This design comes from an exercise in tuning for small area, a short achievable clock period and few clock cycles on the open sky130 flow, not from production work. Only simulation tests tie the RTL to the original design; equivalence was not proved. No driver is modelled on the clock port, so clock power and skew are understated where the tree is cut down; a real chip needs a root buffer or a tree. No activity file was given, so power comes from the tool's default toggle rates.

// LBP
module LBP ( clk, reset, gray_addr, gray_req, gray_ready, gray_data, lbp_addr, lbp_valid, lbp_data, finish);
Size: ~460 cells after synthesis, ~140 flip-flops, roughly 50 I/O pins, ~4300 µm² of cells after synthesis.
==> flow/config.mk <==
export PLATFORM = sky130hd
export DESIGN_NAME = LBP
export DESIGN_NICKNAME = LBP
export VERILOG_FILES = /design/flow/design.v
export SDC_FILE = /design/flow/constraint.sdc
export NUM_CORES = 4
export LEC_CHECK = 0
export ABC_AREA = 1
export CAP_MARGIN = 20
export CORE_MARGIN = 2
export CORE_UTILIZATION = 75
export SETUP_SLACK_MARGIN = 3.1
export SLEW_MARGIN = 20
==> flow/constraint.sdc <==
create_clock -name core_clock -period 5.0 [get_ports {clk}]
set_input_delay 1.0000 -clock core_clock [delete_from_list [all_inputs] [get_ports {clk}]]
set_output_delay 1.0000 -clock core_clock [all_outputs]
set_load 0.01 [all_outputs]
standard.sh (not shown) runs the stock make flow with config.mk's settings and CLKGATE_MAP_FILE= SYNTH_SCRIPT=/design/flow/synth_recipe.tcl, a recipe that flattens the netlist after the stock synthesis.
==> flow/flow/run.sh <==
#!/bin/bash
# The standard layout, with the clock tree built from clkbuf_8 and no dummy loads.
set -euo pipefail
CTS="-sink_clustering_enable -repair_clock_nets -buf_list sky130_fd_sc_hd__clkbuf_8 -dont_use_dummy_load"
bash standard.sh "CTS_ARGS=$CTS" finish > make_finish.log 2>&1
Testbench counts at the start, summed over its fixed seeds: cycles 86,020.
Next try:
- CORE_UTILIZATION: 75 -> 60
Effect: Critical path depth drops by 6; setup slack improved by 58 ps; hold slack loses 7.6 ps; design area barely changes.
Next try:
- CORE_UTILIZATION: 60 -> 40
- SETUP_SLACK_MARGIN: 3.1 -> 3.2
The changed run went through all stages and came out clean.
Wire length is lower by a few percent.
Design area is higher slightly.
Power is lower slightly.
Synthesized area stays the same.
Worst setup slack improves by 21 ps.
First-iteration DRC count is higher by a quarter to a third.
Global-route usage is lower by 7.4 points.
Die area is higher by well over a third.
Core utilization is lower by 25 points.
Non-clock buffer count is lower by 1.
Worst hold slack is about the same.
Next try:
==> flow/flow/run.sh (replaced) <==
#!/bin/bash
# The standard layout, with buf_2 as the port buffers and a clock tree of clkbuf_8
# without dummy loads.
set -euo pipefail
CTS="-sink_clustering_enable -repair_clock_nets -buf_list sky130_fd_sc_hd__clkbuf_8 -dont_use_dummy_load"
bash standard.sh "CTS_ARGS=$CTS" "BUFFER_PORTS_ARGS=-buffer_cell sky130_fd_sc_hd__buf_2" finish > make_finish.log 2>&1
- SETUP_SLACK_MARGIN: 3.2 -> 3.1
Sequential power stays flat.
Die area does not change.
Power barely changes.
Clock power stays flat.
Final cell count does not change.
Worst setup slack degrades by 17 ps.
Next try:
==> flow/flow/run.sh (replaced) <==
#!/bin/bash
# The standard layout, with the clock tree built from clkbuf_8 and no dummy loads.
set -euo pipefail
CTS="-sink_clustering_enable -repair_clock_nets -buf_list sky130_fd_sc_hd__clkbuf_8 -dont_use_dummy_load"
bash standard.sh "CTS_ARGS=$CTS" finish > make_finish.log 2>&1
Result: Worst setup slack gets better by 16 ps. Via count falls by 2.4%. Fmax rises by 0.86%.
Next try:
==> flow/flow/run.sh (replaced) <==
#!/bin/bash
# The standard layout with two changes: buf_2 as the port buffers, and a clock tree of
# four clkbuf_16, each driving a quarter of the flip-flops (flow/mycts.tcl, run at the
# start of the CTS step in place of clock_tree_synthesis). ORFS writes each step's log
# under orfs/logs; make's own output goes to make_finish.log.
set -euo pipefail
here=$(pwd)
bash standard.sh "PRE_CTS_TCL=$here/flow/mycts.tcl" "MANUAL_CTS_BUF=sky130_fd_sc_hd__clkbuf_16" \
  "BUFFER_PORTS_ARGS=-buffer_cell sky130_fd_sc_hd__buf_2" finish > make_finish.log 2>&1
==> flow/flow/mycts.tcl (new file) <==
# Clock tree made here in place of clock_tree_synthesis: the flip-flops are split into
# four groups by position (halves in x, then halves in y), and each group is driven by
# one clkbuf_16 placed at the group's centre, fed from the clock port.
set block [ord::get_db_block]
set db [ord::get_db]
set clknet [$block findNet clk]
set sinks {}
foreach it [$clknet getITerms] {
  set inst [$it getInst]
  set loc [$inst getLocation]
  lappend sinks [list $it [lindex $loc 0] [lindex $loc 1]]
}
puts "manual clock tree: [llength $sinks] sinks"
proc halves {lst idx} {
  set s [lsort -integer -index $idx $lst]
  set n [expr {[llength $s] / 2}]
  return [list [lrange $s 0 [expr {$n - 1}]] [lrange $s $n end]]
}
set groups {}
foreach h [halves $sinks 1] {
  foreach q [halves $h 2] { lappend groups $q }
}
set master [$db findMaster $::env(MANUAL_CTS_BUF)]
set k 0
foreach g $groups {
  set sx 0; set sy 0
  foreach s $g { incr sx [lindex $s 1]; incr sy [lindex $s 2] }
  set cx [expr {$sx / [llength $g]}]
  set cy [expr {$sy / [llength $g]}]
  set buf [odb::dbInst_create $block $master "clkbuf_m$k"]
  set net [odb::dbNet_create $block "clknet_m$k"]
  $net setSigType CLOCK
  [$buf findITerm A] connect $clknet
  [$buf findITerm X] connect $net
  foreach s $g {
    set it [lindex $s 0]
    $it disconnect
    $it connect $net
  }
  $buf setLocation $cx $cy
  $buf setPlacementStatus PLACED
  puts "clkbuf_m$k: [llength $g] sinks at $cx $cy"
  incr k
}
set_propagated_clock [all_clocks]
# clock_tree_synthesis is not wanted after this
rename clock_tree_synthesis orig_clock_tree_synthesis
proc clock_tree_synthesis {args} { puts "clock tree made by mycts.tcl" }
- SETUP_SLACK_MARGIN: 3.1 -> 3.3
The changed run passed the timing, design-rule and antenna checks.
Via count is lower slightly.
First-iteration DRC count is lower by roughly a tenth.
Setup slack gains 180 ps.
Clock skew is lower by 12 ps.
In the sixth run of this note the design's own scripts or RTL, not TritonCTS, make the clock network.

port drivers added, routing unchanged:
In the flow no input, the clock included, has a driving cell. The finished layouts below were timed again as built, in two steps.
Step 1: set_driving_cell puts a clkbuf_16 on clk and a buf_2 on each other input, an assumption about the parent block.
Step 2 adds t to the input delays and takes it off the output delays; t is the mean of the earliest and latest rising clock arrival at the registers after step 1. Input paths then give back, and output paths get back, about the clock's delay inside the block.
Three values: ideal ports, drivers, drivers and shift; two values: the first two.
run | t (ns) | setup slack, ns | hold slack, ns | worst register clock-pin slew, ns | cell pins on the clock port's net
the first run | 0.450 | 3.061 / 3.055 / 2.615 | 0.314 / 0.314 / 0.314 | 0.08 / 0.08 | 1
the second run | 0.436 | 3.119 / 3.092 / 2.853 | 0.307 / 0.307 / 0.307 | 0.08 / 0.08 | 1
the third run | 0.428 | 3.139 / 3.110 / 2.863 | 0.308 / 0.308 / 0.308 | 0.08 / 0.08 | 1
the fourth run | 0.436 | 3.122 / 3.089 / 3.221 | 0.307 / 0.307 / 0.307 | 0.08 / 0.08 | 1
the fifth run | 0.430 | 3.138 / 3.109 / 2.863 | 0.308 / 0.308 / 0.308 | 0.08 / 0.08 | 1
the sixth run | 0.253 | 3.319 / 3.240 / 3.227 | 0.338 / 0.338 / 0.338 | 0.12 / 0.12 | 4
After both steps setup and hold are still met in every run listed. The setup slack of the first run, which loses most, moves by -0.006 ns with the drivers and by -0.446 ns with both steps.
